This is an optimization exercise on Yosys and OpenROAD, whose aim is small area and a short achievable clock period, not a production implementation.
Function was checked by simulation only, so behaviour that the tests miss may differ from the original.

==> flow/design.v <==
`default_nettype none
`timescale 1ns / 1ps
module pe (
    input wire clk,
    input wire rst,
    input wire [15:0] act,
    input wire [15:0] wgt,
    input wire store,
    input wire reuse,
    input wire [3:0] addr,
    input wire update_out,
    output reg [31:0] out
);
    reg [31:0] accg;              
    reg [31:0] bm_r;              
    reg [7:0] one, two, neg;      
    reg [15:0] r1, r2, r3;        
    reg start;
    wire [31:0] acc_next;
    wire a0 = addr == 4'd0;
    wire a1 = addr == 4'd1;
    wire a2 = addr == 4'd2;
    wire a3 = addr == 4'd3;
    wire [15:0] bm = ({16{~reuse}} & wgt) | ({16{reuse & a1}} & r1)
                   | ({16{reuse & a2}} & r2) | ({16{reuse & a3}} & r3);
    wire [31:0] bsel = rst ? 32'd0 : (reuse & a0) ? acc_next : {16'd0, bm};
    wire keep = ~rst & ~start;
    wire [17:0] ax = {1'b0, act, 1'b0};
    wire [7:0] one_d, two_d;
    genvar g;
    generate for (g = 0; g < 8; g = g + 1) begin : enc
        assign one_d[g] = ax[2*g+1] ^ ax[2*g];
        assign two_d[g] = (ax[2*g+2] & ~ax[2*g+1] & ~ax[2*g]) | (~ax[2*g+2] & ax[2*g+1] & ax[2*g]);
    end endgenerate
    wire [32:0] Bx = {bm_r, 1'b0};
    wire [31:0] pp0;
    wire [29:0] pp1;
    wire [27:0] pp2;
    wire [25:0] pp3;
    wire [23:0] pp4;
    wire [21:0] pp5;
    wire [19:0] pp6;
    wire [17:0] pp7;
    generate for (g = 0; g < 32; g = g + 1) begin : pp
        if (g > 0 && g < 32) pe_bsel b0 (.one(one[0]), .two(two[0]), .neg(neg[0]), .b1(Bx[g+1]), .b0(Bx[g]), .p(pp0[g]));
        if (g > 0 && g < 30) pe_bsel b1 (.one(one[1]), .two(two[1]), .neg(neg[1]), .b1(Bx[g+1]), .b0(Bx[g]), .p(pp1[g]));
        if (g > 0 && g < 28) pe_bsel b2 (.one(one[2]), .two(two[2]), .neg(neg[2]), .b1(Bx[g+1]), .b0(Bx[g]), .p(pp2[g]));
        if (g > 0 && g < 26) pe_bsel b3 (.one(one[3]), .two(two[3]), .neg(neg[3]), .b1(Bx[g+1]), .b0(Bx[g]), .p(pp3[g]));
        if (g > 0 && g < 24) pe_bsel b4 (.one(one[4]), .two(two[4]), .neg(neg[4]), .b1(Bx[g+1]), .b0(Bx[g]), .p(pp4[g]));
        if (g > 0 && g < 22) pe_bsel b5 (.one(one[5]), .two(two[5]), .neg(neg[5]), .b1(Bx[g+1]), .b0(Bx[g]), .p(pp5[g]));
        if (g > 0 && g < 20) pe_bsel b6 (.one(one[6]), .two(two[6]), .neg(neg[6]), .b1(Bx[g+1]), .b0(Bx[g]), .p(pp6[g]));
        if (g > 0 && g < 18) pe_bsel b7 (.one(one[7]), .two(two[7]), .neg(neg[7]), .b1(Bx[g+1]), .b0(Bx[g]), .p(pp7[g]));
    end endgenerate
    assign pp0[0] = (one[0] & bm_r[0]) ^ neg[0];
    assign pp1[0] = (one[1] & bm_r[0]) ^ neg[1];
    assign pp2[0] = (one[2] & bm_r[0]) ^ neg[2];
    assign pp3[0] = (one[3] & bm_r[0]) ^ neg[3];
    assign pp4[0] = (one[4] & bm_r[0]) ^ neg[4];
    assign pp5[0] = (one[5] & bm_r[0]) ^ neg[5];
    assign pp6[0] = (one[6] & bm_r[0]) ^ neg[6];
    assign pp7[0] = (one[7] & bm_r[0]) ^ neg[7];
    wire [31:0] acc_s_g = accg;
    wire [15:0] pp8 = {16{neg[7]}} & bm_r[15:0];      
    wire hs1, hc1;
    pe_ha u0 (.a(acc_s_g[14]), .b(neg[7]), .s(hs1), .co(hc1));
    wire hs2, hc2;
    pe_ha u1 (.a(acc_s_g[15]), .b(pp0[15]), .s(hs2), .co(hc2));
    wire fs1, fc1;
    pe_fa u2 (.a(acc_s_g[16]), .b(pp8[0]), .c(pp0[16]), .s(fs1), .co(fc1));
    wire fs2, fc2;
    pe_fa u3 (.a(acc_s_g[17]), .b(pp8[1]), .c(pp0[17]), .s(fs2), .co(fc2));
    wire fs3, fc3;
    pe_fa u4 (.a(acc_s_g[18]), .b(pp8[2]), .c(pp0[18]), .s(fs3), .co(fc3));
    wire fs4, fc4;
    pe_fa u5 (.a(acc_s_g[19]), .b(pp8[3]), .c(pp0[19]), .s(fs4), .co(fc4));
    wire fs5, fc5;
    pe_fa u6 (.a(acc_s_g[20]), .b(pp8[4]), .c(pp0[20]), .s(fs5), .co(fc5));
    wire fs6, fc6;
    pe_fa u7 (.a(acc_s_g[21]), .b(pp8[5]), .c(pp0[21]), .s(fs6), .co(fc6));
    wire fs7, fc7;
    pe_fa u8 (.a(acc_s_g[22]), .b(pp8[6]), .c(pp0[22]), .s(fs7), .co(fc7));
    wire fs8, fc8;
    pe_fa u9 (.a(acc_s_g[23]), .b(pp8[7]), .c(pp0[23]), .s(fs8), .co(fc8));
    wire fs9, fc9;
    pe_fa u10 (.a(acc_s_g[24]), .b(pp8[8]), .c(pp0[24]), .s(fs9), .co(fc9));
    wire fs10, fc10;
    pe_fa u11 (.a(acc_s_g[25]), .b(pp8[9]), .c(pp0[25]), .s(fs10), .co(fc10));
    wire fs11, fc11;
    pe_fa u12 (.a(acc_s_g[26]), .b(pp8[10]), .c(pp0[26]), .s(fs11), .co(fc11));
    wire fs12, fc12;
    pe_fa u13 (.a(acc_s_g[27]), .b(pp8[11]), .c(pp0[27]), .s(fs12), .co(fc12));
    wire fs13, fc13;
    pe_fa u14 (.a(acc_s_g[28]), .b(pp8[12]), .c(pp0[28]), .s(fs13), .co(fc13));
    wire fs14, fc14;
    pe_fa u15 (.a(acc_s_g[29]), .b(pp8[13]), .c(pp0[29]), .s(fs14), .co(fc14));
    wire fs15, fc15;
    pe_fa u16 (.a(acc_s_g[30]), .b(pp8[14]), .c(pp0[30]), .s(fs15), .co(fc15));
    wire fs16, fc16;
    pe_fa u17 (.a(acc_s_g[31]), .b(pp8[15]), .c(pp0[31]), .s(fs16), .co(fc16));
    wire hs3, hc3;
    pe_ha u18 (.a(acc_s_g[8]), .b(neg[4]), .s(hs3), .co(hc3));
    wire hs4, hc4;
    pe_ha u19 (.a(acc_s_g[9]), .b(pp0[9]), .s(hs4), .co(hc4));
    wire fs17, fc17;
    pe_fa u20 (.a(acc_s_g[10]), .b(neg[5]), .c(pp0[10]), .s(fs17), .co(fc17));
    wire hs5, hc5;
    pe_ha u21 (.a(pp1[8]), .b(pp2[6]), .s(hs5), .co(hc5));
    wire fs18, fc18;
    pe_fa u22 (.a(acc_s_g[11]), .b(pp0[11]), .c(pp1[9]), .s(fs18), .co(fc18));
    wire hs6, hc6;
    pe_ha u23 (.a(pp2[7]), .b(pp3[5]), .s(hs6), .co(hc6));
    wire fs19, fc19;
    pe_fa u24 (.a(acc_s_g[12]), .b(neg[6]), .c(pp0[12]), .s(fs19), .co(fc19));
    wire fs20, fc20;
    pe_fa u25 (.a(pp1[10]), .b(pp2[8]), .c(pp3[6]), .s(fs20), .co(fc20));
    wire hs7, hc7;
    pe_ha u26 (.a(pp4[4]), .b(pp5[2]), .s(hs7), .co(hc7));
    wire fs21, fc21;
    pe_fa u27 (.a(acc_s_g[13]), .b(pp0[13]), .c(pp1[11]), .s(fs21), .co(fc21));
    wire fs22, fc22;
    pe_fa u28 (.a(pp2[9]), .b(pp3[7]), .c(pp4[5]), .s(fs22), .co(fc22));
    wire hs8, hc8;
    pe_ha u29 (.a(pp5[3]), .b(pp6[1]), .s(hs8), .co(hc8));
    wire fs23, fc23;
    pe_fa u30 (.a(hs1), .b(pp0[14]), .c(pp1[12]), .s(fs23), .co(fc23));
    wire fs24, fc24;
    pe_fa u31 (.a(pp2[10]), .b(pp3[8]), .c(pp4[6]), .s(fs24), .co(fc24));
    wire fs25, fc25;
    pe_fa u32 (.a(pp5[4]), .b(pp6[2]), .c(pp7[0]), .s(fs25), .co(fc25));
    wire fs26, fc26;
    pe_fa u33 (.a(hc1), .b(pp1[13]), .c(pp2[11]), .s(fs26), .co(fc26));
    wire fs27, fc27;
    pe_fa u34 (.a(pp3[9]), .b(pp4[7]), .c(pp5[5]), .s(fs27), .co(fc27));
    wire fs28, fc28;
    pe_fa u35 (.a(pp6[3]), .b(pp7[1]), .c(hs2), .s(fs28), .co(fc28));
    wire fs29, fc29;
    pe_fa u36 (.a(pp1[14]), .b(pp2[12]), .c(pp3[10]), .s(fs29), .co(fc29));
    wire fs30, fc30;
    pe_fa u37 (.a(pp4[8]), .b(pp5[6]), .c(pp6[4]), .s(fs30), .co(fc30));
    wire fs31, fc31;
    pe_fa u38 (.a(pp7[2]), .b(hc2), .c(fs1), .s(fs31), .co(fc31));
    wire fs32, fc32;
    pe_fa u39 (.a(pp1[15]), .b(pp2[13]), .c(pp3[11]), .s(fs32), .co(fc32));
    wire fs33, fc33;
    pe_fa u40 (.a(pp4[9]), .b(pp5[7]), .c(pp6[5]), .s(fs33), .co(fc33));
    wire fs34, fc34;
    pe_fa u41 (.a(pp7[3]), .b(fc1), .c(fs2), .s(fs34), .co(fc34));
    wire fs35, fc35;
    pe_fa u42 (.a(pp1[16]), .b(pp2[14]), .c(pp3[12]), .s(fs35), .co(fc35));
    wire fs36, fc36;
    pe_fa u43 (.a(pp4[10]), .b(pp5[8]), .c(pp6[6]), .s(fs36), .co(fc36));
    wire fs37, fc37;
    pe_fa u44 (.a(pp7[4]), .b(fc2), .c(fs3), .s(fs37), .co(fc37));
    wire fs38, fc38;
    pe_fa u45 (.a(pp1[17]), .b(pp2[15]), .c(pp3[13]), .s(fs38), .co(fc38));
    wire fs39, fc39;
    pe_fa u46 (.a(pp4[11]), .b(pp5[9]), .c(pp6[7]), .s(fs39), .co(fc39));
    wire fs40, fc40;
    pe_fa u47 (.a(pp7[5]), .b(fc3), .c(fs4), .s(fs40), .co(fc40));
    wire fs41, fc41;
    pe_fa u48 (.a(pp1[18]), .b(pp2[16]), .c(pp3[14]), .s(fs41), .co(fc41));
    wire fs42, fc42;
    pe_fa u49 (.a(pp4[12]), .b(pp5[10]), .c(pp6[8]), .s(fs42), .co(fc42));
    wire fs43, fc43;
    pe_fa u50 (.a(pp7[6]), .b(fc4), .c(fs5), .s(fs43), .co(fc43));
    wire fs44, fc44;
    pe_fa u51 (.a(pp1[19]), .b(pp2[17]), .c(pp3[15]), .s(fs44), .co(fc44));
    wire fs45, fc45;
    pe_fa u52 (.a(pp4[13]), .b(pp5[11]), .c(pp6[9]), .s(fs45), .co(fc45));
    wire fs46, fc46;
    pe_fa u53 (.a(pp7[7]), .b(fc5), .c(fs6), .s(fs46), .co(fc46));
    wire fs47, fc47;
    pe_fa u54 (.a(pp1[20]), .b(pp2[18]), .c(pp3[16]), .s(fs47), .co(fc47));
    wire fs48, fc48;
    pe_fa u55 (.a(pp4[14]), .b(pp5[12]), .c(pp6[10]), .s(fs48), .co(fc48));
    wire fs49, fc49;
    pe_fa u56 (.a(pp7[8]), .b(fc6), .c(fs7), .s(fs49), .co(fc49));
    wire fs50, fc50;
    pe_fa u57 (.a(pp1[21]), .b(pp2[19]), .c(pp3[17]), .s(fs50), .co(fc50));
    wire fs51, fc51;
    pe_fa u58 (.a(pp4[15]), .b(pp5[13]), .c(pp6[11]), .s(fs51), .co(fc51));
    wire fs52, fc52;
    pe_fa u59 (.a(pp7[9]), .b(fc7), .c(fs8), .s(fs52), .co(fc52));
    wire fs53, fc53;
    pe_fa u60 (.a(pp1[22]), .b(pp2[20]), .c(pp3[18]), .s(fs53), .co(fc53));
    wire fs54, fc54;
    pe_fa u61 (.a(pp4[16]), .b(pp5[14]), .c(pp6[12]), .s(fs54), .co(fc54));
    wire fs55, fc55;
    pe_fa u62 (.a(pp7[10]), .b(fc8), .c(fs9), .s(fs55), .co(fc55));
    wire fs56, fc56;
    pe_fa u63 (.a(pp1[23]), .b(pp2[21]), .c(pp3[19]), .s(fs56), .co(fc56));
    wire fs57, fc57;
    pe_fa u64 (.a(pp4[17]), .b(pp5[15]), .c(pp6[13]), .s(fs57), .co(fc57));
    wire fs58, fc58;
    pe_fa u65 (.a(pp7[11]), .b(fc9), .c(fs10), .s(fs58), .co(fc58));
    wire fs59, fc59;
    pe_fa u66 (.a(pp1[24]), .b(pp2[22]), .c(pp3[20]), .s(fs59), .co(fc59));
    wire fs60, fc60;
    pe_fa u67 (.a(pp4[18]), .b(pp5[16]), .c(pp6[14]), .s(fs60), .co(fc60));
    wire fs61, fc61;
    pe_fa u68 (.a(pp7[12]), .b(fc10), .c(fs11), .s(fs61), .co(fc61));
    wire fs62, fc62;
    pe_fa u69 (.a(pp1[25]), .b(pp2[23]), .c(pp3[21]), .s(fs62), .co(fc62));
    wire fs63, fc63;
    pe_fa u70 (.a(pp4[19]), .b(pp5[17]), .c(pp6[15]), .s(fs63), .co(fc63));
    wire fs64, fc64;
    pe_fa u71 (.a(pp7[13]), .b(fc11), .c(fs12), .s(fs64), .co(fc64));
    wire fs65, fc65;
    pe_fa u72 (.a(pp1[26]), .b(pp2[24]), .c(pp3[22]), .s(fs65), .co(fc65));
    wire fs66, fc66;
    pe_fa u73 (.a(pp4[20]), .b(pp5[18]), .c(pp6[16]), .s(fs66), .co(fc66));
    wire fs67, fc67;
    pe_fa u74 (.a(pp7[14]), .b(fc12), .c(fs13), .s(fs67), .co(fc67));
    wire fs68, fc68;
    pe_fa u75 (.a(pp1[27]), .b(pp2[25]), .c(pp3[23]), .s(fs68), .co(fc68));
    wire fs69, fc69;
    pe_fa u76 (.a(pp4[21]), .b(pp5[19]), .c(pp6[17]), .s(fs69), .co(fc69));
    wire fs70, fc70;
    pe_fa u77 (.a(pp7[15]), .b(fc13), .c(fs14), .s(fs70), .co(fc70));
    wire fs71, fc71;
    pe_fa u78 (.a(pp1[28]), .b(pp2[26]), .c(pp3[24]), .s(fs71), .co(fc71));
    wire fs72, fc72;
    pe_fa u79 (.a(pp4[22]), .b(pp5[20]), .c(pp6[18]), .s(fs72), .co(fc72));
    wire fs73, fc73;
    pe_fa u80 (.a(pp7[16]), .b(fc14), .c(fs15), .s(fs73), .co(fc73));
    wire fs74, fc74;
    pe_fa u81 (.a(pp1[29]), .b(pp2[27]), .c(pp3[25]), .s(fs74), .co(fc74));
    wire fs75, fc75;
    pe_fa u82 (.a(pp4[23]), .b(pp5[21]), .c(pp6[19]), .s(fs75), .co(fc75));
    wire fs76, fc76;
    pe_fa u83 (.a(pp7[17]), .b(fc15), .c(fs16), .s(fs76), .co(fc76));
    wire hs9, hc9;
    pe_ha u84 (.a(acc_s_g[4]), .b(neg[2]), .s(hs9), .co(hc9));
    wire hs10, hc10;
    pe_ha u85 (.a(acc_s_g[5]), .b(pp0[5]), .s(hs10), .co(hc10));
    wire fs77, fc77;
    pe_fa u86 (.a(acc_s_g[6]), .b(neg[3]), .c(pp0[6]), .s(fs77), .co(fc77));
    wire hs11, hc11;
    pe_ha u87 (.a(pp1[4]), .b(pp2[2]), .s(hs11), .co(hc11));
    wire fs78, fc78;
    pe_fa u88 (.a(acc_s_g[7]), .b(pp0[7]), .c(pp1[5]), .s(fs78), .co(fc78));
    wire hs12, hc12;
    pe_ha u89 (.a(pp2[3]), .b(pp3[1]), .s(hs12), .co(hc12));
    wire fs79, fc79;
    pe_fa u90 (.a(hs3), .b(pp0[8]), .c(pp1[6]), .s(fs79), .co(fc79));
    wire fs80, fc80;
    pe_fa u91 (.a(pp2[4]), .b(pp3[2]), .c(pp4[0]), .s(fs80), .co(fc80));
    wire fs81, fc81;
    pe_fa u92 (.a(hc3), .b(pp1[7]), .c(pp2[5]), .s(fs81), .co(fc81));
    wire fs82, fc82;
    pe_fa u93 (.a(pp3[3]), .b(pp4[1]), .c(hs4), .s(fs82), .co(fc82));
    wire fs83, fc83;
    pe_fa u94 (.a(pp3[4]), .b(pp4[2]), .c(pp5[0]), .s(fs83), .co(fc83));
    wire fs84, fc84;
    pe_fa u95 (.a(hc4), .b(hs5), .c(fs17), .s(fs84), .co(fc84));
    wire fs85, fc85;
    pe_fa u96 (.a(pp4[3]), .b(pp5[1]), .c(hc5), .s(fs85), .co(fc85));
    wire fs86, fc86;
    pe_fa u97 (.a(hs6), .b(fc17), .c(fs18), .s(fs86), .co(fc86));
    wire fs87, fc87;
    pe_fa u98 (.a(pp6[0]), .b(hc6), .c(hs7), .s(fs87), .co(fc87));
    wire fs88, fc88;
    pe_fa u99 (.a(fs19), .b(fc18), .c(fs20), .s(fs88), .co(fc88));
    wire fs89, fc89;
    pe_fa u100 (.a(hc7), .b(hs8), .c(fc19), .s(fs89), .co(fc89));
    wire fs90, fc90;
    pe_fa u101 (.a(fc20), .b(fs21), .c(fs22), .s(fs90), .co(fc90));
    wire fs91, fc91;
    pe_fa u102 (.a(hc8), .b(fc21), .c(fc22), .s(fs91), .co(fc91));
    wire fs92, fc92;
    pe_fa u103 (.a(fs23), .b(fs24), .c(fs25), .s(fs92), .co(fc92));
    wire fs93, fc93;
    pe_fa u104 (.a(fc23), .b(fc24), .c(fc25), .s(fs93), .co(fc93));
    wire fs94, fc94;
    pe_fa u105 (.a(fs26), .b(fs27), .c(fs28), .s(fs94), .co(fc94));
    wire fs95, fc95;
    pe_fa u106 (.a(fc26), .b(fc27), .c(fs29), .s(fs95), .co(fc95));
    wire fs96, fc96;
    pe_fa u107 (.a(fs30), .b(fc28), .c(fs31), .s(fs96), .co(fc96));
    wire fs97, fc97;
    pe_fa u108 (.a(fc29), .b(fc30), .c(fs32), .s(fs97), .co(fc97));
    wire fs98, fc98;
    pe_fa u109 (.a(fs33), .b(fc31), .c(fs34), .s(fs98), .co(fc98));
    wire fs99, fc99;
    pe_fa u110 (.a(fc32), .b(fc33), .c(fs35), .s(fs99), .co(fc99));
    wire fs100, fc100;
    pe_fa u111 (.a(fs36), .b(fc34), .c(fs37), .s(fs100), .co(fc100));
    wire fs101, fc101;
    pe_fa u112 (.a(fc35), .b(fc36), .c(fs38), .s(fs101), .co(fc101));
    wire fs102, fc102;
    pe_fa u113 (.a(fs39), .b(fc37), .c(fs40), .s(fs102), .co(fc102));
    wire fs103, fc103;
    pe_fa u114 (.a(fc38), .b(fc39), .c(fs41), .s(fs103), .co(fc103));
    wire fs104, fc104;
    pe_fa u115 (.a(fs42), .b(fc40), .c(fs43), .s(fs104), .co(fc104));
    wire fs105, fc105;
    pe_fa u116 (.a(fc41), .b(fc42), .c(fs44), .s(fs105), .co(fc105));
    wire fs106, fc106;
    pe_fa u117 (.a(fs45), .b(fc43), .c(fs46), .s(fs106), .co(fc106));
    wire fs107, fc107;
    pe_fa u118 (.a(fc44), .b(fc45), .c(fs47), .s(fs107), .co(fc107));
    wire fs108, fc108;
    pe_fa u119 (.a(fs48), .b(fc46), .c(fs49), .s(fs108), .co(fc108));
    wire fs109, fc109;
    pe_fa u120 (.a(fc47), .b(fc48), .c(fs50), .s(fs109), .co(fc109));
    wire fs110, fc110;
    pe_fa u121 (.a(fs51), .b(fc49), .c(fs52), .s(fs110), .co(fc110));
    wire fs111, fc111;
    pe_fa u122 (.a(fc50), .b(fc51), .c(fs53), .s(fs111), .co(fc111));
    wire fs112, fc112;
    pe_fa u123 (.a(fs54), .b(fc52), .c(fs55), .s(fs112), .co(fc112));
    wire fs113, fc113;
    pe_fa u124 (.a(fc53), .b(fc54), .c(fs56), .s(fs113), .co(fc113));
    wire fs114, fc114;
    pe_fa u125 (.a(fs57), .b(fc55), .c(fs58), .s(fs114), .co(fc114));
    wire fs115, fc115;
    pe_fa u126 (.a(fc56), .b(fc57), .c(fs59), .s(fs115), .co(fc115));
    wire fs116, fc116;
    pe_fa u127 (.a(fs60), .b(fc58), .c(fs61), .s(fs116), .co(fc116));
    wire fs117, fc117;
    pe_fa u128 (.a(fc59), .b(fc60), .c(fs62), .s(fs117), .co(fc117));
    wire fs118, fc118;
    pe_fa u129 (.a(fs63), .b(fc61), .c(fs64), .s(fs118), .co(fc118));
    wire fs119, fc119;
    pe_fa u130 (.a(fc62), .b(fc63), .c(fs65), .s(fs119), .co(fc119));
    wire fs120, fc120;
    pe_fa u131 (.a(fs66), .b(fc64), .c(fs67), .s(fs120), .co(fc120));
    wire fs121, fc121;
    pe_fa u132 (.a(fc65), .b(fc66), .c(fs68), .s(fs121), .co(fc121));
    wire fs122, fc122;
    pe_fa u133 (.a(fs69), .b(fc67), .c(fs70), .s(fs122), .co(fc122));
    wire fs123, fc123;
    pe_fa u134 (.a(fc68), .b(fc69), .c(fs71), .s(fs123), .co(fc123));
    wire fs124, fc124;
    pe_fa u135 (.a(fs72), .b(fc70), .c(fs73), .s(fs124), .co(fc124));
    wire fs125, fc125;
    pe_fa u136 (.a(fc71), .b(fc72), .c(fs74), .s(fs125), .co(fc125));
    wire fs126, fc126;
    pe_fa u137 (.a(fs75), .b(fc73), .c(fs76), .s(fs126), .co(fc126));
    wire hs13, hc13;
    pe_ha u138 (.a(acc_s_g[2]), .b(neg[1]), .s(hs13), .co(hc13));
    wire hs14, hc14;
    pe_ha u139 (.a(acc_s_g[3]), .b(pp0[3]), .s(hs14), .co(hc14));
    wire fs127, fc127;
    pe_fa u140 (.a(hs9), .b(pp0[4]), .c(pp1[2]), .s(fs127), .co(fc127));
    wire fs128, fc128;
    pe_fa u141 (.a(hc9), .b(pp1[3]), .c(pp2[1]), .s(fs128), .co(fc128));
    wire fs129, fc129;
    pe_fa u142 (.a(pp3[0]), .b(hc10), .c(hs11), .s(fs129), .co(fc129));
    wire fs130, fc130;
    pe_fa u143 (.a(hc11), .b(hs12), .c(fc77), .s(fs130), .co(fc130));
    wire fs131, fc131;
    pe_fa u144 (.a(hc12), .b(fc78), .c(fs79), .s(fs131), .co(fc131));
    wire fs132, fc132;
    pe_fa u145 (.a(fc79), .b(fc80), .c(fs81), .s(fs132), .co(fc132));
    wire fs133, fc133;
    pe_fa u146 (.a(fc81), .b(fs83), .c(fc82), .s(fs133), .co(fc133));
    wire fs134, fc134;
    pe_fa u147 (.a(fc83), .b(fs85), .c(fc84), .s(fs134), .co(fc134));
    wire fs135, fc135;
    pe_fa u148 (.a(fc85), .b(fs87), .c(fc86), .s(fs135), .co(fc135));
    wire fs136, fc136;
    pe_fa u149 (.a(fc87), .b(fs89), .c(fc88), .s(fs136), .co(fc136));
    wire fs137, fc137;
    pe_fa u150 (.a(fc89), .b(fc90), .c(fs91), .s(fs137), .co(fc137));
    wire fs138, fc138;
    pe_fa u151 (.a(fc91), .b(fc92), .c(fs93), .s(fs138), .co(fc138));
    wire fs139, fc139;
    pe_fa u152 (.a(fc93), .b(fs95), .c(fc94), .s(fs139), .co(fc139));
    wire fs140, fc140;
    pe_fa u153 (.a(fc95), .b(fs97), .c(fc96), .s(fs140), .co(fc140));
    wire fs141, fc141;
    pe_fa u154 (.a(fc97), .b(fs99), .c(fc98), .s(fs141), .co(fc141));
    wire fs142, fc142;
    pe_fa u155 (.a(fc99), .b(fs101), .c(fc100), .s(fs142), .co(fc142));
    wire fs143, fc143;
    pe_fa u156 (.a(fc101), .b(fs103), .c(fc102), .s(fs143), .co(fc143));
    wire fs144, fc144;
    pe_fa u157 (.a(fc103), .b(fs105), .c(fc104), .s(fs144), .co(fc144));
    wire fs145, fc145;
    pe_fa u158 (.a(fc105), .b(fs107), .c(fc106), .s(fs145), .co(fc145));
    wire fs146, fc146;
    pe_fa u159 (.a(fc107), .b(fs109), .c(fc108), .s(fs146), .co(fc146));
    wire fs147, fc147;
    pe_fa u160 (.a(fc109), .b(fs111), .c(fc110), .s(fs147), .co(fc147));
    wire fs148, fc148;
    pe_fa u161 (.a(fc111), .b(fs113), .c(fc112), .s(fs148), .co(fc148));
    wire fs149, fc149;
    pe_fa u162 (.a(fc113), .b(fs115), .c(fc114), .s(fs149), .co(fc149));
    wire fs150, fc150;
    pe_fa u163 (.a(fc115), .b(fs117), .c(fc116), .s(fs150), .co(fc150));
    wire fs151, fc151;
    pe_fa u164 (.a(fc117), .b(fs119), .c(fc118), .s(fs151), .co(fc151));
    wire fs152, fc152;
    pe_fa u165 (.a(fc119), .b(fs121), .c(fc120), .s(fs152), .co(fc152));
    wire fs153, fc153;
    pe_fa u166 (.a(fc121), .b(fs123), .c(fc122), .s(fs153), .co(fc153));
    wire fs154, fc154;
    pe_fa u167 (.a(fc123), .b(fs125), .c(fc124), .s(fs154), .co(fc154));
    wire hs15, hc15;
    pe_ha u168 (.a(acc_s_g[0]), .b(neg[0]), .s(hs15), .co(hc15));
    wire hs16, hc16;
    pe_ha u169 (.a(acc_s_g[1]), .b(pp0[1]), .s(hs16), .co(hc16));
    wire fs155, fc155;
    pe_fa u170 (.a(hs13), .b(pp0[2]), .c(pp1[0]), .s(fs155), .co(fc155));
    wire fs156, fc156;
    pe_fa u171 (.a(hc13), .b(pp1[1]), .c(hs14), .s(fs156), .co(fc156));
    wire fs157, fc157;
    pe_fa u172 (.a(pp2[0]), .b(hc14), .c(fs127), .s(fs157), .co(fc157));
    wire fs158, fc158;
    pe_fa u173 (.a(hs10), .b(fc127), .c(fs128), .s(fs158), .co(fc158));
    wire fs159, fc159;
    pe_fa u174 (.a(fs77), .b(fc128), .c(fs129), .s(fs159), .co(fc159));
    wire fs160, fc160;
    pe_fa u175 (.a(fs78), .b(fc129), .c(fs130), .s(fs160), .co(fc160));
    wire fs161, fc161;
    pe_fa u176 (.a(fs80), .b(fc130), .c(fs131), .s(fs161), .co(fc161));
    wire fs162, fc162;
    pe_fa u177 (.a(fs82), .b(fc131), .c(fs132), .s(fs162), .co(fc162));
    wire fs163, fc163;
    pe_fa u178 (.a(fs84), .b(fc132), .c(fs133), .s(fs163), .co(fc163));
    wire fs164, fc164;
    pe_fa u179 (.a(fs86), .b(fc133), .c(fs134), .s(fs164), .co(fc164));
    wire fs165, fc165;
    pe_fa u180 (.a(fs88), .b(fc134), .c(fs135), .s(fs165), .co(fc165));
    wire fs166, fc166;
    pe_fa u181 (.a(fs90), .b(fc135), .c(fs136), .s(fs166), .co(fc166));
    wire fs167, fc167;
    pe_fa u182 (.a(fs92), .b(fc136), .c(fs137), .s(fs167), .co(fc167));
    wire fs168, fc168;
    pe_fa u183 (.a(fs94), .b(fc137), .c(fs138), .s(fs168), .co(fc168));
    wire fs169, fc169;
    pe_fa u184 (.a(fs96), .b(fc138), .c(fs139), .s(fs169), .co(fc169));
    wire fs170, fc170;
    pe_fa u185 (.a(fs98), .b(fc139), .c(fs140), .s(fs170), .co(fc170));
    wire fs171, fc171;
    pe_fa u186 (.a(fs100), .b(fc140), .c(fs141), .s(fs171), .co(fc171));
    wire fs172, fc172;
    pe_fa u187 (.a(fs102), .b(fc141), .c(fs142), .s(fs172), .co(fc172));
    wire fs173, fc173;
    pe_fa u188 (.a(fs104), .b(fc142), .c(fs143), .s(fs173), .co(fc173));
    wire fs174, fc174;
    pe_fa u189 (.a(fs106), .b(fc143), .c(fs144), .s(fs174), .co(fc174));
    wire fs175, fc175;
    pe_fa u190 (.a(fs108), .b(fc144), .c(fs145), .s(fs175), .co(fc175));
    wire fs176, fc176;
    pe_fa u191 (.a(fs110), .b(fc145), .c(fs146), .s(fs176), .co(fc176));
    wire fs177, fc177;
    pe_fa u192 (.a(fs112), .b(fc146), .c(fs147), .s(fs177), .co(fc177));
    wire fs178, fc178;
    pe_fa u193 (.a(fs114), .b(fc147), .c(fs148), .s(fs178), .co(fc178));
    wire fs179, fc179;
    pe_fa u194 (.a(fs116), .b(fc148), .c(fs149), .s(fs179), .co(fc179));
    wire fs180, fc180;
    pe_fa u195 (.a(fs118), .b(fc149), .c(fs150), .s(fs180), .co(fc180));
    wire fs181, fc181;
    pe_fa u196 (.a(fs120), .b(fc150), .c(fs151), .s(fs181), .co(fc181));
    wire fs182, fc182;
    pe_fa u197 (.a(fs122), .b(fc151), .c(fs152), .s(fs182), .co(fc182));
    wire fs183, fc183;
    pe_fa u198 (.a(fs124), .b(fc152), .c(fs153), .s(fs183), .co(fc183));
    wire fs184, fc184;
    pe_fa u199 (.a(fs126), .b(fc153), .c(fs154), .s(fs184), .co(fc184));
    wire [31:0] row_a = {fc183, fc182, fc181, fc180, fc179, fc178, fc177, fc176, fc175, fc174, fc173, fc172, fc171, fc170, fc169, fc168, fc167, fc166, fc165, fc164, fc163, fc162, fc161, fc160, fc159, fc158, fc157, fc156, fc155, hc16, hc15, hs15};
    wire [31:0] row_b = {fs184, fs183, fs182, fs181, fs180, fs179, fs178, fs177, fs176, fs175, fs174, fs173, fs172, fs171, fs170, fs169, fs168, fs167, fs166, fs165, fs164, fs163, fs162, fs161, fs160, fs159, fs158, fs157, fs156, fs155, hs16, pp0[0]};
    pe_cpa cpa (.a(row_a), .b(row_b), .s(acc_next));
    always @(posedge clk) begin
        bm_r <= bsel;
        one <= one_d;
        two <= two_d;
        neg <= {act[15], act[13], act[11], act[9], act[7], act[5], act[3], act[1]};
        accg <= {32{keep}} & acc_next;
        if (rst) begin
            r1 <= 16'd0;
            r2 <= 16'd0;
            r3 <= 16'd0;
            out <= 32'd0;
            start <= 1'b0;
        end else begin
            if (store && a1) r1 <= wgt;
            if (store && a2) r2 <= wgt;
            if (store && a3) r3 <= wgt;
            if (update_out) out <= acc_next;
            start <= update_out;
        end
    end
endmodule
module pe_cpa (input wire [31:0] a, input wire [31:0] b, output wire [31:0] s);
    wire [31:0] cg0 = a & b;
    wire [31:0] cp0 = a ^ b;
    wire [31:0] cg1, cp1;
    assign cg1[0] = cg0[0]; assign cp1[0] = cp0[0];
    assign cg1[1] = cg0[1] | (cp0[1] & cg0[0]); assign cp1[1] = cp0[1] & cp0[0];
    assign cg1[2] = cg0[2]; assign cp1[2] = cp0[2];
    assign cg1[3] = cg0[3] | (cp0[3] & cg0[2]); assign cp1[3] = cp0[3] & cp0[2];
    assign cg1[4] = cg0[4]; assign cp1[4] = cp0[4];
    assign cg1[5] = cg0[5] | (cp0[5] & cg0[4]); assign cp1[5] = cp0[5] & cp0[4];
    assign cg1[6] = cg0[6]; assign cp1[6] = cp0[6];
    assign cg1[7] = cg0[7] | (cp0[7] & cg0[6]); assign cp1[7] = cp0[7] & cp0[6];
    assign cg1[8] = cg0[8]; assign cp1[8] = cp0[8];
    assign cg1[9] = cg0[9] | (cp0[9] & cg0[8]); assign cp1[9] = cp0[9] & cp0[8];
    assign cg1[10] = cg0[10]; assign cp1[10] = cp0[10];
    assign cg1[11] = cg0[11] | (cp0[11] & cg0[10]); assign cp1[11] = cp0[11] & cp0[10];
    assign cg1[12] = cg0[12]; assign cp1[12] = cp0[12];
    assign cg1[13] = cg0[13] | (cp0[13] & cg0[12]); assign cp1[13] = cp0[13] & cp0[12];
    assign cg1[14] = cg0[14]; assign cp1[14] = cp0[14];
    assign cg1[15] = cg0[15] | (cp0[15] & cg0[14]); assign cp1[15] = cp0[15] & cp0[14];
    assign cg1[16] = cg0[16]; assign cp1[16] = cp0[16];
    assign cg1[17] = cg0[17] | (cp0[17] & cg0[16]); assign cp1[17] = cp0[17] & cp0[16];
    assign cg1[18] = cg0[18]; assign cp1[18] = cp0[18];
    assign cg1[19] = cg0[19] | (cp0[19] & cg0[18]); assign cp1[19] = cp0[19] & cp0[18];
    assign cg1[20] = cg0[20]; assign cp1[20] = cp0[20];
    assign cg1[21] = cg0[21] | (cp0[21] & cg0[20]); assign cp1[21] = cp0[21] & cp0[20];
    assign cg1[22] = cg0[22]; assign cp1[22] = cp0[22];
    assign cg1[23] = cg0[23] | (cp0[23] & cg0[22]); assign cp1[23] = cp0[23] & cp0[22];
    assign cg1[24] = cg0[24]; assign cp1[24] = cp0[24];
    assign cg1[25] = cg0[25] | (cp0[25] & cg0[24]); assign cp1[25] = cp0[25] & cp0[24];
    assign cg1[26] = cg0[26]; assign cp1[26] = cp0[26];
    assign cg1[27] = cg0[27] | (cp0[27] & cg0[26]); assign cp1[27] = cp0[27] & cp0[26];
    assign cg1[28] = cg0[28]; assign cp1[28] = cp0[28];
    assign cg1[29] = cg0[29] | (cp0[29] & cg0[28]); assign cp1[29] = cp0[29] & cp0[28];
    assign cg1[30] = cg0[30]; assign cp1[30] = cp0[30];
    assign cg1[31] = cg0[31] | (cp0[31] & cg0[30]); assign cp1[31] = cp0[31] & cp0[30];
    wire [31:0] cg2, cp2;
    assign cg2[0] = cg1[0]; assign cp2[0] = cp1[0];
    assign cg2[1] = cg1[1]; assign cp2[1] = cp1[1];
    assign cg2[2] = cg1[2] | (cp1[2] & cg1[1]); assign cp2[2] = cp1[2] & cp1[1];
    assign cg2[3] = cg1[3] | (cp1[3] & cg1[1]); assign cp2[3] = cp1[3] & cp1[1];
    assign cg2[4] = cg1[4]; assign cp2[4] = cp1[4];
    assign cg2[5] = cg1[5]; assign cp2[5] = cp1[5];
    assign cg2[6] = cg1[6] | (cp1[6] & cg1[5]); assign cp2[6] = cp1[6] & cp1[5];
    assign cg2[7] = cg1[7] | (cp1[7] & cg1[5]); assign cp2[7] = cp1[7] & cp1[5];
    assign cg2[8] = cg1[8]; assign cp2[8] = cp1[8];
    assign cg2[9] = cg1[9]; assign cp2[9] = cp1[9];
    assign cg2[10] = cg1[10] | (cp1[10] & cg1[9]); assign cp2[10] = cp1[10] & cp1[9];
    assign cg2[11] = cg1[11] | (cp1[11] & cg1[9]); assign cp2[11] = cp1[11] & cp1[9];
    assign cg2[12] = cg1[12]; assign cp2[12] = cp1[12];
    assign cg2[13] = cg1[13]; assign cp2[13] = cp1[13];
    assign cg2[14] = cg1[14] | (cp1[14] & cg1[13]); assign cp2[14] = cp1[14] & cp1[13];
    assign cg2[15] = cg1[15] | (cp1[15] & cg1[13]); assign cp2[15] = cp1[15] & cp1[13];
    assign cg2[16] = cg1[16]; assign cp2[16] = cp1[16];
    assign cg2[17] = cg1[17]; assign cp2[17] = cp1[17];
    assign cg2[18] = cg1[18] | (cp1[18] & cg1[17]); assign cp2[18] = cp1[18] & cp1[17];
    assign cg2[19] = cg1[19] | (cp1[19] & cg1[17]); assign cp2[19] = cp1[19] & cp1[17];
    assign cg2[20] = cg1[20]; assign cp2[20] = cp1[20];
    assign cg2[21] = cg1[21]; assign cp2[21] = cp1[21];
    assign cg2[22] = cg1[22] | (cp1[22] & cg1[21]); assign cp2[22] = cp1[22] & cp1[21];
    assign cg2[23] = cg1[23] | (cp1[23] & cg1[21]); assign cp2[23] = cp1[23] & cp1[21];
    assign cg2[24] = cg1[24]; assign cp2[24] = cp1[24];
    assign cg2[25] = cg1[25]; assign cp2[25] = cp1[25];
    assign cg2[26] = cg1[26] | (cp1[26] & cg1[25]); assign cp2[26] = cp1[26] & cp1[25];
    assign cg2[27] = cg1[27] | (cp1[27] & cg1[25]); assign cp2[27] = cp1[27] & cp1[25];
    assign cg2[28] = cg1[28]; assign cp2[28] = cp1[28];
    assign cg2[29] = cg1[29]; assign cp2[29] = cp1[29];
    assign cg2[30] = cg1[30] | (cp1[30] & cg1[29]); assign cp2[30] = cp1[30] & cp1[29];
    assign cg2[31] = cg1[31] | (cp1[31] & cg1[29]); assign cp2[31] = cp1[31] & cp1[29];
    wire [31:0] cg3, cp3;
    assign cg3[0] = cg2[0]; assign cp3[0] = cp2[0];
    assign cg3[1] = cg2[1]; assign cp3[1] = cp2[1];
    assign cg3[2] = cg2[2]; assign cp3[2] = cp2[2];
    assign cg3[3] = cg2[3]; assign cp3[3] = cp2[3];
    assign cg3[4] = cg2[4] | (cp2[4] & cg2[3]); assign cp3[4] = cp2[4] & cp2[3];
    assign cg3[5] = cg2[5] | (cp2[5] & cg2[3]); assign cp3[5] = cp2[5] & cp2[3];
    assign cg3[6] = cg2[6] | (cp2[6] & cg2[3]); assign cp3[6] = cp2[6] & cp2[3];
    assign cg3[7] = cg2[7] | (cp2[7] & cg2[3]); assign cp3[7] = cp2[7] & cp2[3];
    assign cg3[8] = cg2[8]; assign cp3[8] = cp2[8];
    assign cg3[9] = cg2[9]; assign cp3[9] = cp2[9];
    assign cg3[10] = cg2[10]; assign cp3[10] = cp2[10];
    assign cg3[11] = cg2[11]; assign cp3[11] = cp2[11];
    assign cg3[12] = cg2[12] | (cp2[12] & cg2[11]); assign cp3[12] = cp2[12] & cp2[11];
    assign cg3[13] = cg2[13] | (cp2[13] & cg2[11]); assign cp3[13] = cp2[13] & cp2[11];
    assign cg3[14] = cg2[14] | (cp2[14] & cg2[11]); assign cp3[14] = cp2[14] & cp2[11];
    assign cg3[15] = cg2[15] | (cp2[15] & cg2[11]); assign cp3[15] = cp2[15] & cp2[11];
    assign cg3[16] = cg2[16]; assign cp3[16] = cp2[16];
    assign cg3[17] = cg2[17]; assign cp3[17] = cp2[17];
    assign cg3[18] = cg2[18]; assign cp3[18] = cp2[18];
    assign cg3[19] = cg2[19]; assign cp3[19] = cp2[19];
    assign cg3[20] = cg2[20] | (cp2[20] & cg2[19]); assign cp3[20] = cp2[20] & cp2[19];
    assign cg3[21] = cg2[21] | (cp2[21] & cg2[19]); assign cp3[21] = cp2[21] & cp2[19];
    assign cg3[22] = cg2[22] | (cp2[22] & cg2[19]); assign cp3[22] = cp2[22] & cp2[19];
    assign cg3[23] = cg2[23] | (cp2[23] & cg2[19]); assign cp3[23] = cp2[23] & cp2[19];
    assign cg3[24] = cg2[24]; assign cp3[24] = cp2[24];
    assign cg3[25] = cg2[25]; assign cp3[25] = cp2[25];
    assign cg3[26] = cg2[26]; assign cp3[26] = cp2[26];
    assign cg3[27] = cg2[27]; assign cp3[27] = cp2[27];
    assign cg3[28] = cg2[28] | (cp2[28] & cg2[27]); assign cp3[28] = cp2[28] & cp2[27];
    assign cg3[29] = cg2[29] | (cp2[29] & cg2[27]); assign cp3[29] = cp2[29] & cp2[27];
    assign cg3[30] = cg2[30] | (cp2[30] & cg2[27]); assign cp3[30] = cp2[30] & cp2[27];
    assign cg3[31] = cg2[31] | (cp2[31] & cg2[27]); assign cp3[31] = cp2[31] & cp2[27];
    wire [31:0] cg4, cp4;
    assign cg4[0] = cg3[0]; assign cp4[0] = cp3[0];
    assign cg4[1] = cg3[1]; assign cp4[1] = cp3[1];
    assign cg4[2] = cg3[2]; assign cp4[2] = cp3[2];
    assign cg4[3] = cg3[3]; assign cp4[3] = cp3[3];
    assign cg4[4] = cg3[4]; assign cp4[4] = cp3[4];
    assign cg4[5] = cg3[5]; assign cp4[5] = cp3[5];
    assign cg4[6] = cg3[6]; assign cp4[6] = cp3[6];
    assign cg4[7] = cg3[7]; assign cp4[7] = cp3[7];
    assign cg4[8] = cg3[8] | (cp3[8] & cg3[7]); assign cp4[8] = cp3[8] & cp3[7];
    assign cg4[9] = cg3[9] | (cp3[9] & cg3[7]); assign cp4[9] = cp3[9] & cp3[7];
    assign cg4[10] = cg3[10] | (cp3[10] & cg3[7]); assign cp4[10] = cp3[10] & cp3[7];
    assign cg4[11] = cg3[11] | (cp3[11] & cg3[7]); assign cp4[11] = cp3[11] & cp3[7];
    assign cg4[12] = cg3[12] | (cp3[12] & cg3[7]); assign cp4[12] = cp3[12] & cp3[7];
    assign cg4[13] = cg3[13] | (cp3[13] & cg3[7]); assign cp4[13] = cp3[13] & cp3[7];
    assign cg4[14] = cg3[14] | (cp3[14] & cg3[7]); assign cp4[14] = cp3[14] & cp3[7];
    assign cg4[15] = cg3[15] | (cp3[15] & cg3[7]); assign cp4[15] = cp3[15] & cp3[7];
    assign cg4[16] = cg3[16]; assign cp4[16] = cp3[16];
    assign cg4[17] = cg3[17]; assign cp4[17] = cp3[17];
    assign cg4[18] = cg3[18]; assign cp4[18] = cp3[18];
    assign cg4[19] = cg3[19]; assign cp4[19] = cp3[19];
    assign cg4[20] = cg3[20]; assign cp4[20] = cp3[20];
    assign cg4[21] = cg3[21]; assign cp4[21] = cp3[21];
    assign cg4[22] = cg3[22]; assign cp4[22] = cp3[22];
    assign cg4[23] = cg3[23]; assign cp4[23] = cp3[23];
    assign cg4[24] = cg3[24] | (cp3[24] & cg3[23]); assign cp4[24] = cp3[24] & cp3[23];
    assign cg4[25] = cg3[25] | (cp3[25] & cg3[23]); assign cp4[25] = cp3[25] & cp3[23];
    assign cg4[26] = cg3[26] | (cp3[26] & cg3[23]); assign cp4[26] = cp3[26] & cp3[23];
    assign cg4[27] = cg3[27] | (cp3[27] & cg3[23]); assign cp4[27] = cp3[27] & cp3[23];
    assign cg4[28] = cg3[28] | (cp3[28] & cg3[23]); assign cp4[28] = cp3[28] & cp3[23];
    assign cg4[29] = cg3[29] | (cp3[29] & cg3[23]); assign cp4[29] = cp3[29] & cp3[23];
    assign cg4[30] = cg3[30] | (cp3[30] & cg3[23]); assign cp4[30] = cp3[30] & cp3[23];
    assign cg4[31] = cg3[31] | (cp3[31] & cg3[23]); assign cp4[31] = cp3[31] & cp3[23];
    wire [31:0] cg5, cp5;
    assign cg5[0] = cg4[0]; assign cp5[0] = cp4[0];
    assign cg5[1] = cg4[1]; assign cp5[1] = cp4[1];
    assign cg5[2] = cg4[2]; assign cp5[2] = cp4[2];
    assign cg5[3] = cg4[3]; assign cp5[3] = cp4[3];
    assign cg5[4] = cg4[4]; assign cp5[4] = cp4[4];
    assign cg5[5] = cg4[5]; assign cp5[5] = cp4[5];
    assign cg5[6] = cg4[6]; assign cp5[6] = cp4[6];
    assign cg5[7] = cg4[7]; assign cp5[7] = cp4[7];
    assign cg5[8] = cg4[8]; assign cp5[8] = cp4[8];
    assign cg5[9] = cg4[9]; assign cp5[9] = cp4[9];
    assign cg5[10] = cg4[10]; assign cp5[10] = cp4[10];
    assign cg5[11] = cg4[11]; assign cp5[11] = cp4[11];
    assign cg5[12] = cg4[12]; assign cp5[12] = cp4[12];
    assign cg5[13] = cg4[13]; assign cp5[13] = cp4[13];
    assign cg5[14] = cg4[14]; assign cp5[14] = cp4[14];
    assign cg5[15] = cg4[15]; assign cp5[15] = cp4[15];
    assign cg5[16] = cg4[16] | (cp4[16] & cg4[15]); assign cp5[16] = cp4[16] & cp4[15];
    assign cg5[17] = cg4[17] | (cp4[17] & cg4[15]); assign cp5[17] = cp4[17] & cp4[15];
    assign cg5[18] = cg4[18] | (cp4[18] & cg4[15]); assign cp5[18] = cp4[18] & cp4[15];
    assign cg5[19] = cg4[19] | (cp4[19] & cg4[15]); assign cp5[19] = cp4[19] & cp4[15];
    assign cg5[20] = cg4[20] | (cp4[20] & cg4[15]); assign cp5[20] = cp4[20] & cp4[15];
    assign cg5[21] = cg4[21] | (cp4[21] & cg4[15]); assign cp5[21] = cp4[21] & cp4[15];
    assign cg5[22] = cg4[22] | (cp4[22] & cg4[15]); assign cp5[22] = cp4[22] & cp4[15];
    assign cg5[23] = cg4[23] | (cp4[23] & cg4[15]); assign cp5[23] = cp4[23] & cp4[15];
    assign cg5[24] = cg4[24] | (cp4[24] & cg4[15]); assign cp5[24] = cp4[24] & cp4[15];
    assign cg5[25] = cg4[25] | (cp4[25] & cg4[15]); assign cp5[25] = cp4[25] & cp4[15];
    assign cg5[26] = cg4[26] | (cp4[26] & cg4[15]); assign cp5[26] = cp4[26] & cp4[15];
    assign cg5[27] = cg4[27] | (cp4[27] & cg4[15]); assign cp5[27] = cp4[27] & cp4[15];
    assign cg5[28] = cg4[28] | (cp4[28] & cg4[15]); assign cp5[28] = cp4[28] & cp4[15];
    assign cg5[29] = cg4[29] | (cp4[29] & cg4[15]); assign cp5[29] = cp4[29] & cp4[15];
    assign cg5[30] = cg4[30] | (cp4[30] & cg4[15]); assign cp5[30] = cp4[30] & cp4[15];
    assign cg5[31] = cg4[31] | (cp4[31] & cg4[15]); assign cp5[31] = cp4[31] & cp4[15];
    assign s = cp0 ^ {cg5[30:0], 1'b0};
endmodule
module pe_bsel (input wire one, input wire two, input wire neg, input wire b1, input wire b0, output wire p);
    assign p = ((one & b1) | (two & b0)) ^ neg;
endmodule
module pe_fa (input wire a, input wire b, input wire c, output wire s, output wire co);
    assign s = a ^ b ^ c;
    assign co = (a & b) | (a & c) | (b & c);
endmodule
module pe_ha (input wire a, input wire b, output wire s, output wire co);
    assign s = a ^ b;
    assign co = a & b;
endmodule
==> flow/flow/run.sh <==
#!/bin/bash
# Layout flow: the standard synthesis unchanged; after the floorplan every
# combinational cell is set to its smallest drive strength (downsize.tcl), then the standard flow's
# standard layout continues, with timing repair upsizing what the timing needs.
set -euo pipefail
here=$(pwd)
bash standard.sh synth > synth.log 2>&1
bash standard.sh floorplan > floorplan.log 2>&1
odb=$(ls $here/orfs/results/*/pe/base/2_floorplan.odb)
DS_ODB=$odb openroad -no_init -exit flow/downsize.tcl > downsize.log 2>&1
bash standard.sh 'BUFFER_PORTS_ARGS=-buffer_cell sky130_fd_sc_hd__buf_2' SETUP_SLACK_MARGIN=6 'CTS_ARGS=-sink_clustering_enable -repair_clock_nets -dont_use_dummy_load -buf_list sky130_fd_sc_hd__clkbuf_8 -sink_buffer_max_cap_derate 0.5' finish > layout.log 2>&1
==> flow/flow/downsize.tcl <==
# Set every combinational standard cell to the smallest drive strength of the same
# function; timing repair later in the flow upsizes the cells that need it.
# Flip-flops, tap cells and port buffers are left alone.
set odb_file $::env(DS_ODB)
read_db $odb_file
set db [ord::get_db]
set block [ord::get_db_block]
set skip {dfxtp dfxbp dfrtp dfrbp dfstp dfsbp edfxtp sdfxtp tapvpwrvgnd conb clkbuf clkinv}
set n 0
foreach inst [$block getInsts] {
  set m [$inst getMaster]
  set name [$m getName]
  if {![regexp {^sky130_fd_sc_hd__(\w+)_(\d+)$} $name -> base drive]} { continue }
  if {[lsearch -exact $skip $base] >= 0} { continue }
  set best ""
  set best_area [expr {[$m getWidth] * [$m getHeight]}]
  foreach d {0 1 2} {
    if {$d >= $drive} { break }
    set cand [$db findMaster "sky130_fd_sc_hd__${base}_$d"]
    if {$cand eq "NULL" || $cand eq ""} { continue }
    set a [expr {[$cand getWidth] * [$cand getHeight]}]
    if {$a < $best_area} { set best $cand; set best_area $a }
  }
  if {$best ne ""} {
    $inst swapMaster $best
    incr n
  }
}
puts "downsized $n instances"
write_db $odb_file
==> flow/standard.sh <==
#!/bin/bash
# synth_recipe.tcl (not shown) runs the flow's synth.tcl, then flattens the netlist and writes it again
# the make line also repeats each setting of config.mk as NAME=value (left out here)
make -C /OpenROAD-flow-scripts/flow DESIGN_CONFIG=/design/flow/config.mk WORK_HOME=/design/flow/orfs CLKGATE_MAP_FILE= SYNTH_SCRIPT=/design/flow/synth_recipe.tcl "${@:-finish}"
==> flow/config.mk <==
export PLATFORM = sky130hd
export DESIGN_NAME = pe
export DESIGN_NICKNAME = pe
export VERILOG_FILES = /design/flow/design.v
export SDC_FILE = /design/flow/constraint.sdc
export NUM_CORES = 4
export LEC_CHECK = 0
export CAP_MARGIN = 20
export CORE_MARGIN = 2
export CORE_UTILIZATION = 60
export PLACE_DENSITY = 0.75
export SETUP_SLACK_MARGIN = 5
export SLEW_MARGIN = 20
export SYNTH_HIERARCHICAL = 1
==> flow/constraint.sdc <==
create_clock -name core_clock -period 11.0 [get_ports {clk}]
set_input_delay 2.2000 -clock core_clock [delete_from_list [all_inputs] [get_ports {clk}]]
set_output_delay 2.2000 -clock core_clock [all_outputs]
set_load 0.01 [all_outputs]
==> results of run 1 <==
## critical path: stages, from the launching register on
cell	delay, ns
dfxtp_4	0.37
buf_12	0.15
buf_12	0.15
a22oi_2	0.16
xnor2_1	0.11
fa_2	0.55
fa_2	0.44
fa_2	0.36
fa_1	0.50
fa_1	0.45
ha_4	0.27
o21ai_4	0.20
o21bai_4	0.13
a211oi_4	0.23
buf_6	0.16
a211oi_2	0.06
buf_4	0.17
o41ai_4	0.29
xnor2_2	0.16
mux2i_1	0.20
nor2_1	0.05
## per-layer routing
layer / wire length (µm) / vias up / share of wire (%)
li1: - / 5097 / -
met1: 16880 / 5959 / 38
met2: 20550 / 792 / 46
met3: 5056 / 159 / 11
met4: 1814 / 2 / 4.1
met5: 35 / - / 0.079
## modules after synthesis, one instance, submodules excluded
| module | area, µm² | copies in the design | cells | flops+latches |
|---|---|---|---|---|
| pe_ha | 12.51 | 16 | 1 | 0 |
| pe_cpa | 1461 | 1 | 180 | 0 |
| pe_bsel | 21.27 | 192 | 2 | 0 |
| pe_fa | 20.02 | 184 | 1 | 0 |
| pe | 6297 | 1 | 606 | 169 |
## placed cells by master (no fill, tap or decap), types with 4 or more instances in the layout
master / netlist / final
nand3b_1: 8 / 8
xor2_1: 14 / 13
fa_2: 0 / 14
nor2b_1: 6 / 6
buf_4: 2 / 38
nor3_1: 40 / 40
nand2b_1: 74 / 74
nor2_1: 42 / 38
nand3_1: 20 / 19
a22oi_2: 192 / 14
buf_12: 0 / 9
buf_2: 6 / 71
dfxtp_4: 0 / 19
mux2_2: 16 / 16
a22oi_1: 1 / 179
dfxtp_1: 169 / 138
a21o_1: 6 / 8
fa_1: 189 / 175
a21oi_4: 0 / 4
inv_1: 16 / 14
buf_6: 3 / 15
ha_1: 46 / 31
a21oi_1: 32 / 27
and2_1: 64 / 61
mux2i_1: 67 / 66
o21ai_0: 28 / 27
nand2_1: 20 / 16
a222oi_1: 16 / 16
dfxtp_2: 0 / 12
xnor2_2: 0 / 7
clkbuf_8: 0 / 17
ha_4: 0 / 14
xnor2_1: 216 / 208
## metrics by stage
step | hold slack, ns | utilization [%]
floorplan | 0.4452 | -
global placement | 0.4553 | 59.77
detailed placement | 0.4605 | 59.77
CTS | 0.4783 | 64.12
global route | 0.4956 | 65.45
finish | 0.4780 | 65.45
## what timing repair did
action | CTS | global route
endpoints found under the setup margin | 49 | 45
resized for setup | 152 | 52
hold buffers | 0 | 0
buffers inserted | 19 | 15
gates cloned | 3 | 0
pin swaps | 35 | 13
## layout make-up
class / count / area share, %
tap: 335 / 2.472
inverter: 16 / 0.3541
timing repair buffer: 139 / 6.677
multi-input combinational: 1142 / 68.66
sequential: 169 / 20.46
clock buffer: 17 / 1.380
## flip-flops by register name, indices dropped and copies added, names as in the netlist
name / cells
r3: 16
accg: 32
one: 8
start: 1
two: 8
bm_r: 32
neg: 8
out: 32
r2: 16
r1: 16
## how the worst max path moves through the flow
stage / end / slack [ns] / cells past startpoint
floorplan: out[30] / 5.31 / 16
global placement: out[23] / 5.10 / 16
detailed placement: out[22] / 4.95 / 16
CTS: out[31] / 5.88 / 19
global route: out[30] / 5.53 / 19
finish: out[30] / 5.69 / 20
## kinds of logic (layout without fill, tap and decap cells)
family	count (synthesis)	count (layout)	synth area share [%]
xor+xnor	230	230	12.81
flops	169	169	21.51
mux	83	83	5.410
fa+ha+maj	235	235	27.72
buf+inv	59	172	1.647
compound gates	305	305	20.50
simple gates	289	289	10.40
==> run notes, run 1 <==
* Ant. Diodes at 0
* Worst Setup SP: two[0]
* Vias in the first global route at 12250
* Fin crit share at 48.29%
* Least-Margin Pin Slew at 0.9929 ns
* Final min period at 5.312 ns
* DR iter-0 viols at 1411
* Largest cells by area after synthesis: fa_1 24%, dfxtp_1 22%, a22oi_2 15%, xnor2_1 12%, mux2i_1 4.3%
* Most common cell in the netlist: xnor2_1
* Final slew viol count at 0
* Setup TNS at 0 ns
* Clk_skew at 0.04733 ns
* RSZ-0062 raised after global routing: true
* Area growth from synthesis to final layout at 7.837%
* Overall Global Routing Usage at 31.94%
* H-Tree Depth at 4
* PnR worst setup slack at 5.688 ns
* Clk root buf: clkbuf_8
* CP Max Fanout at 8
* Reg2Reg Depth at 20
* Ports at 73
* NumNets Final at 1761
* Total number of vias at 12010
* Max-Cap Viols at 0
* Die footprint at 27520 µm²
* Top cells by count, synth: 216 x xnor2_1, 192 x a22oi_2, 189 x fa_1
* Hold Path Depth at 2
* TritonRoute pass-1 iters at 7
* Routability Congestion at 0.8905
* Clock transition at the registers of the reported paths at 0.10 ns
* Hold path start: r3[10]
* Wire per inst at 24.39 µm
* Chip width at 165.9 µm
* HPWL Detailed at 27.81 mm
* Die Y at 165.9 µm
* Global-route wire length before repair at 69.46 mm
* Synth unique cells at 60
* Reg-to-Reg End: out[30]
* # DRC at 0
* Worst r2r src: two[0]
* Max Fclk at 0.1882 GHz
* Synth top area share at 24.06%
* Share of cells above drive strength 1 at 19.96%
* Core ar. at 25910 µm²
* Met3 GRT Util at 8.627%
* Synthesized flop and latch total at 169
* Starting Density at 60.69%
* Rows at 59
* Synth warn at 7
* Max Root-Sink Buffers at 2
* Crit start category: flip-flop
* Largest area contributor in the netlist: fa_1
* Final cell count without fillers at 1818
* Pin count of the biggest net entering global routing at 98
* Post-Syn Instances at 1370
* Worst-Skew Late Latency at 0.48 ns
* Total gr overflow at 0
* Num Clock Sinks at 169
* Netlist Area Pre-Place at 15730 µm²
* Final ANT Viol Nets at 0
* Post-synth EDFFs at 0
* Async SR Flop Fraction at 0%
* GRT Max-Usage Layer: met2
* Multi-input gate area at 11640 µm²
* CTS tree: yes
* Fill cells at 1934
* Post-synthesis sequential area ratio at 21.51%
* Outcome: complete, no violations
* Worst hold endpoint: r3[10]
* Worst Path Required at 11.34 ns
* Port-buffer cells at 72
* Final setup fails at 0
* HP Class: flip-flop to flip-flop
* Post-DP Area at 15490 µm²
* Syn_nets at 1646
* Post-place setup slack at 4.952 ns
* FF-to-FF setup slack at 5.69 ns
* Hold Vio Cnt, Final at 0
* Slew headroom at 33.40%
* Crit path kind: flip-flop to flip-flop
* FF/Latch Area at 3470 µm²
* Cell count after placement at 1764
* Mean Syn Cell Area at 11.48 µm²
* Top FF cell, synth: dfxtp_1
* Worst Path Arrival at 5.65 ns
* WL final at 44.34 mm
* Cell area after layout at 16960 µm²
* GR Util met2 at 49.50%
* M1 GR Usage at 42.37%
* CP Capture Type: flip-flop
* Vias/cell at 6.606
* Num CTS Buffers at 17
* Initial antenna violation count at 0
==> inputs of run 2 (changes only) <==
--- a/flow/flow/run.sh
+++ b/flow/flow/run.sh
@@ -10,2 +10,2 @@
 DS_ODB=$odb openroad -no_init -exit flow/downsize.tcl > downsize.log 2>&1
-bash standard.sh 'BUFFER_PORTS_ARGS=-buffer_cell sky130_fd_sc_hd__buf_2' SETUP_SLACK_MARGIN=6 'CTS_ARGS=-sink_clustering_enable -repair_clock_nets -dont_use_dummy_load -buf_list sky130_fd_sc_hd__clkbuf_8 -sink_buffer_max_cap_derate 0.5' finish > layout.log 2>&1
+bash standard.sh 'BUFFER_PORTS_ARGS=-buffer_cell sky130_fd_sc_hd__buf_2' SETUP_SLACK_MARGIN=6 finish > layout.log 2>&1
==> run 2 against run 1 <==
Flip-flop and latch count unchanged. Maximum frequency increased by 3.9%. Register-to-register slack improved by 0.20 ns. Clock skew decreased by 0.033 ns. First-iteration DRC count increased by 9.3%. Highest routed layer is now met4. Die area unchanged. Core utilization increased by 1.6 points.
==> run notes, run 2 <==
* Async SR Flop Fraction at 0% (unchanged)
* Clk_skew at 0.01387 ns (was 0.04733 ns)
* Most common cell in the netlist: xnor2_1 (unchanged)
* Top FF cell, synth: dfxtp_1 (unchanged)
* RSZ-0062 raised after global routing: true (unchanged)
* # DRC at 0 (unchanged)
* Post-synthesis sequential area ratio at 21.51% (unchanged)
* Cell count after placement at 1764 (unchanged)
* Fin crit share at 46.47% (was 48.29%)
* Hold path start: r3[10] (unchanged)
* Mean Syn Cell Area at 11.48 µm² (unchanged)
* Total number of vias at 12180 (was 12010)
* Crit start category: flip-flop (unchanged)
* Synth top area share at 24.06% (unchanged)
* Max Root-Sink Buffers at 2 (unchanged)
* Worst r2r src: two[0] (unchanged)
* Worst Path Arrival at 5.44 ns (was 5.65 ns)
* Rows at 59 (unchanged)
* Outcome: complete, no violations (unchanged)
* Hold Path Depth at 2 (unchanged)
* FF-to-FF setup slack at 5.89 ns (was 5.69 ns)
* Area growth from synthesis to final layout at 10.53% (was 7.837%)
* H-Tree Depth at 4 (unchanged)
* Max-Cap Viols at 0 (unchanged)
* Die Y at 165.9 µm (unchanged)
* Starting Density at 60.69% (unchanged)
* Crit path kind: flip-flop to flip-flop (unchanged)
* Synth unique cells at 60 (unchanged)
* Pin count of the biggest net entering global routing at 98 (unchanged)
* Layout Utilization at 67.08% (was 65.45%)
* Overall Global Routing Usage at 32.48% (was 31.94%)
* Num Clock Sinks at 169 (unchanged)
* Syn_nets at 1646 (unchanged)
* Final cell count without fillers at 1827 (was 1818)
* HP Class: flip-flop to flip-flop (unchanged)
* WL final at 45.06 mm (was 44.34 mm)
* NumNets Final at 1755 (was 1761)
* Core ar. at 25910 µm² (unchanged)
* CP Max Fanout at 16 (was 8)
* Least-Margin Pin Slew at 1.035 ns (was 0.9929 ns)
* Final ANT Viol Nets at 0 (unchanged)
* Vias in the first global route at 12530 (was 12250)
* Num CTS Buffers at 17 (unchanged)
* Reg2Reg Depth at 19 (was 20)
* Cell area after layout at 17380 µm² (was 16960 µm²)
* Largest registers: accg x32, bm_r x32, out x32 (unchanged)
* Wire per inst at 24.66 µm (was 24.39 µm)
* Largest cells by area after synthesis: fa_1 24%, dfxtp_1 22%, a22oi_2 15%, xnor2_1 12%, mux2i_1 4.3% (unchanged)
* Netlist Area Pre-Place at 15730 µm² (unchanged)
* Synthesized flop and latch total at 169 (unchanged)
* Final setup fails at 0 (unchanged)
* Worst-Skew Late Latency at 0.45 ns (was 0.48 ns)
* DR iter-0 viols at 1542 (was 1411)
* Global-route wire length before repair at 70.41 mm (was 69.46 mm)
* Ant. Diodes at 0 (unchanged)
* Reg-to-Reg End: out[29] (was out[30])
* Worst hold endpoint: r3[10] (unchanged)
* Max Fclk at 0.1956 GHz (was 0.1882 GHz)
* Top cells by count, synth: 216 x xnor2_1, 192 x a22oi_2, 189 x fa_1 (unchanged)
* Final min period at 5.112 ns (was 5.312 ns)
* Most common cell after layout, fill and taps aside: xnor2_1 (unchanged)
* Post-Syn Instances at 1370 (unchanged)
* Total gr overflow at 0 (unchanged)
* Port-buffer cells at 72 (unchanged)
* Setup TNS at 0 ns (unchanged)
* Die footprint at 27520 µm² (unchanged)
* CTS tree: yes (unchanged)
* Worst Setup SP: two[0] (unchanged)
* CP Capture Type: flip-flop (unchanged)
* Worst Path Required at 11.33 ns (was 11.34 ns)
* Synth warn at 7 (unchanged)
* Vias/cell at 6.668 (was 6.606)
* TritonRoute pass-1 iters at 7 (unchanged)
* Post-synth EDFFs at 0 (unchanged)
* Clock transition at the registers of the reported paths at 0.08 ns (was 0.10 ns)
* Largest area contributor in the netlist: fa_1 (unchanged)
* Most frequent cells in the layout: 206 x xnor2_1, 179 x a22oi_1, 172 x fa_1, 135 x dfxtp_1, 74 x nand2b_1 (was 208 x xnor2_1, 179 x a22oi_1, 175 x fa_1, 138 x dfxtp_1, 74 x nand2b_1)
* Routability Congestion at 0.8905 (unchanged)
* Slew headroom at 30.56% (was 33.40%)
* Final slew viol count at 0 (unchanged)
* HPWL Detailed at 27.81 mm (unchanged)
* Clk root buf: clkbuf_16 (was clkbuf_8)
* Ports at 73 (unchanged)
* Hold Slack at 0.4749 ns (was 0.4780 ns)
* Share of cells above drive strength 1 at 20.71% (was 19.96%)
* Post-DP Area at 15490 µm² (unchanged)
* Chip width at 165.9 µm (unchanged)
* Initial antenna violation count at 0 (unchanged)
* Hold Vio Cnt, Final at 0 (unchanged)
-- run 2: per-module statistics from Yosys, one instance, submodules excluded --
module	cells	area, µm²	flops+latches
pe_bsel	2	21.27	0
pe	606	6297	169
pe_cpa	180	1461	0
pe_fa	1	20.02	0
pe_ha	1	12.51	0
-- run 2: final cells by class --
cell class,count,area [µm²]
Tap cell,335,419.2
Multi-Input combinational cell,1142,11650
Fill cell,1863,8529
Sequential cell,169,3486
Timing Repair Buffer,133,1127
Clock inverter,14,195.2
Clock buffer,18,439.2
Inverter,16,60.06
-- run 2: cells by family after synthesis --
logic type               count (synthesis)  share of synthesized area, %
multiplexers                            83                         5.410
flip-flops                             169                         21.51
adder cells (fa/ha/maj)                235                         27.72
XOR/XNOR                               230                         12.81
AND/OR/NAND/NOR                        289                         10.40
buffers and inverters                   59                         1.647
AO/OA/AOI/OAI                          305                         20.50
-- run 2: worst max-delay path by stage --
stage	end	cells past startpoint
2_1_floorplan	out[30]	16
3_3_place_gp	out[23]	16
3_5_place_dp	out[22]	16
4_1_cts	out[31]	17
5_1_grt	out[23]	19
6_report	out[29]	19
-- run 2: what timing repair did --
action                     in CTS  in global routing
hold buffers                    0                  0
setup endpoints to repair      49                 45
buffers inserted               15                 11
resized for setup             140                 70
gates cloned                    5                  0
pin swaps                      25                 37
-- run 2: per-stage QoR --
step | worst slack [ns]
3_3_place_gp | 5.102
2_1_floorplan | 5.305
5_1_grt | 5.714
6_report | 5.888
3_5_place_dp | 4.952
4_1_cts | 5.887
-- run 2: critical path, cell delays in order, from the launching register on --
cell,delay (ns)
dfxtp_4,0.36
buf_12,0.16
a22oi_2,0.20
xnor2_2,0.16
fa_1,0.46
fa_1,0.46
fa_2,0.37
fa_1,0.47
fa_1,0.54
ha_4,0.33
and4_4,0.24
and2_1,0.15
a22oi_2,0.06
buf_6,0.15
a211oi_4,0.26
a21oi_2,0.12
buf_4,0.15
xnor2_2,0.13
mux2i_1,0.14
nor2_1,0.05
-- run 2: layer usage --
layer / wire (µm) / part of all wire (%) / global-route usage, %
met4: 1844 / 4.1 / 13.72
met3: 4934 / 11 / 8.031
met5: 0 / 0 / 0
met1: 17150 / 38 / 42.62
met2: 21120 / 47 / 51.58

## port drivers added, routing unchanged
The results above use ideal ports. As a check the final layouts listed here were re-extracted and re-timed, cells and wires unchanged.
Step 1: set_driving_cell puts a clkbuf_16 on clk and a buf_2 on each other input, an assumption about the parent block.
Step 2 moves the port delays by t, midway between the first and last clock arrival at a register: inputs arrive t later, outputs are due t later. That takes back most of the time a late clock gives input paths.
a / b / c = no drivers / after step 1 / after step 2; a / b = the first two.
run | shift t [ns] | slack for setup (ns) | hold WS [ns] | worst setup path after step 2 | slew at the worst register clock pin (ns)
run 1 | 0.507 | 5.688 / 5.688 / 5.688 | 0.478 / 0.478 / 0.478 | register to register | 0.12 / 0.12
run 2 | 0.492 | 5.888 / 5.888 / 5.888 | 0.475 / 0.475 / 0.475 | register to register | 0.08 / 0.08
After both steps every run listed still meets setup and hold.
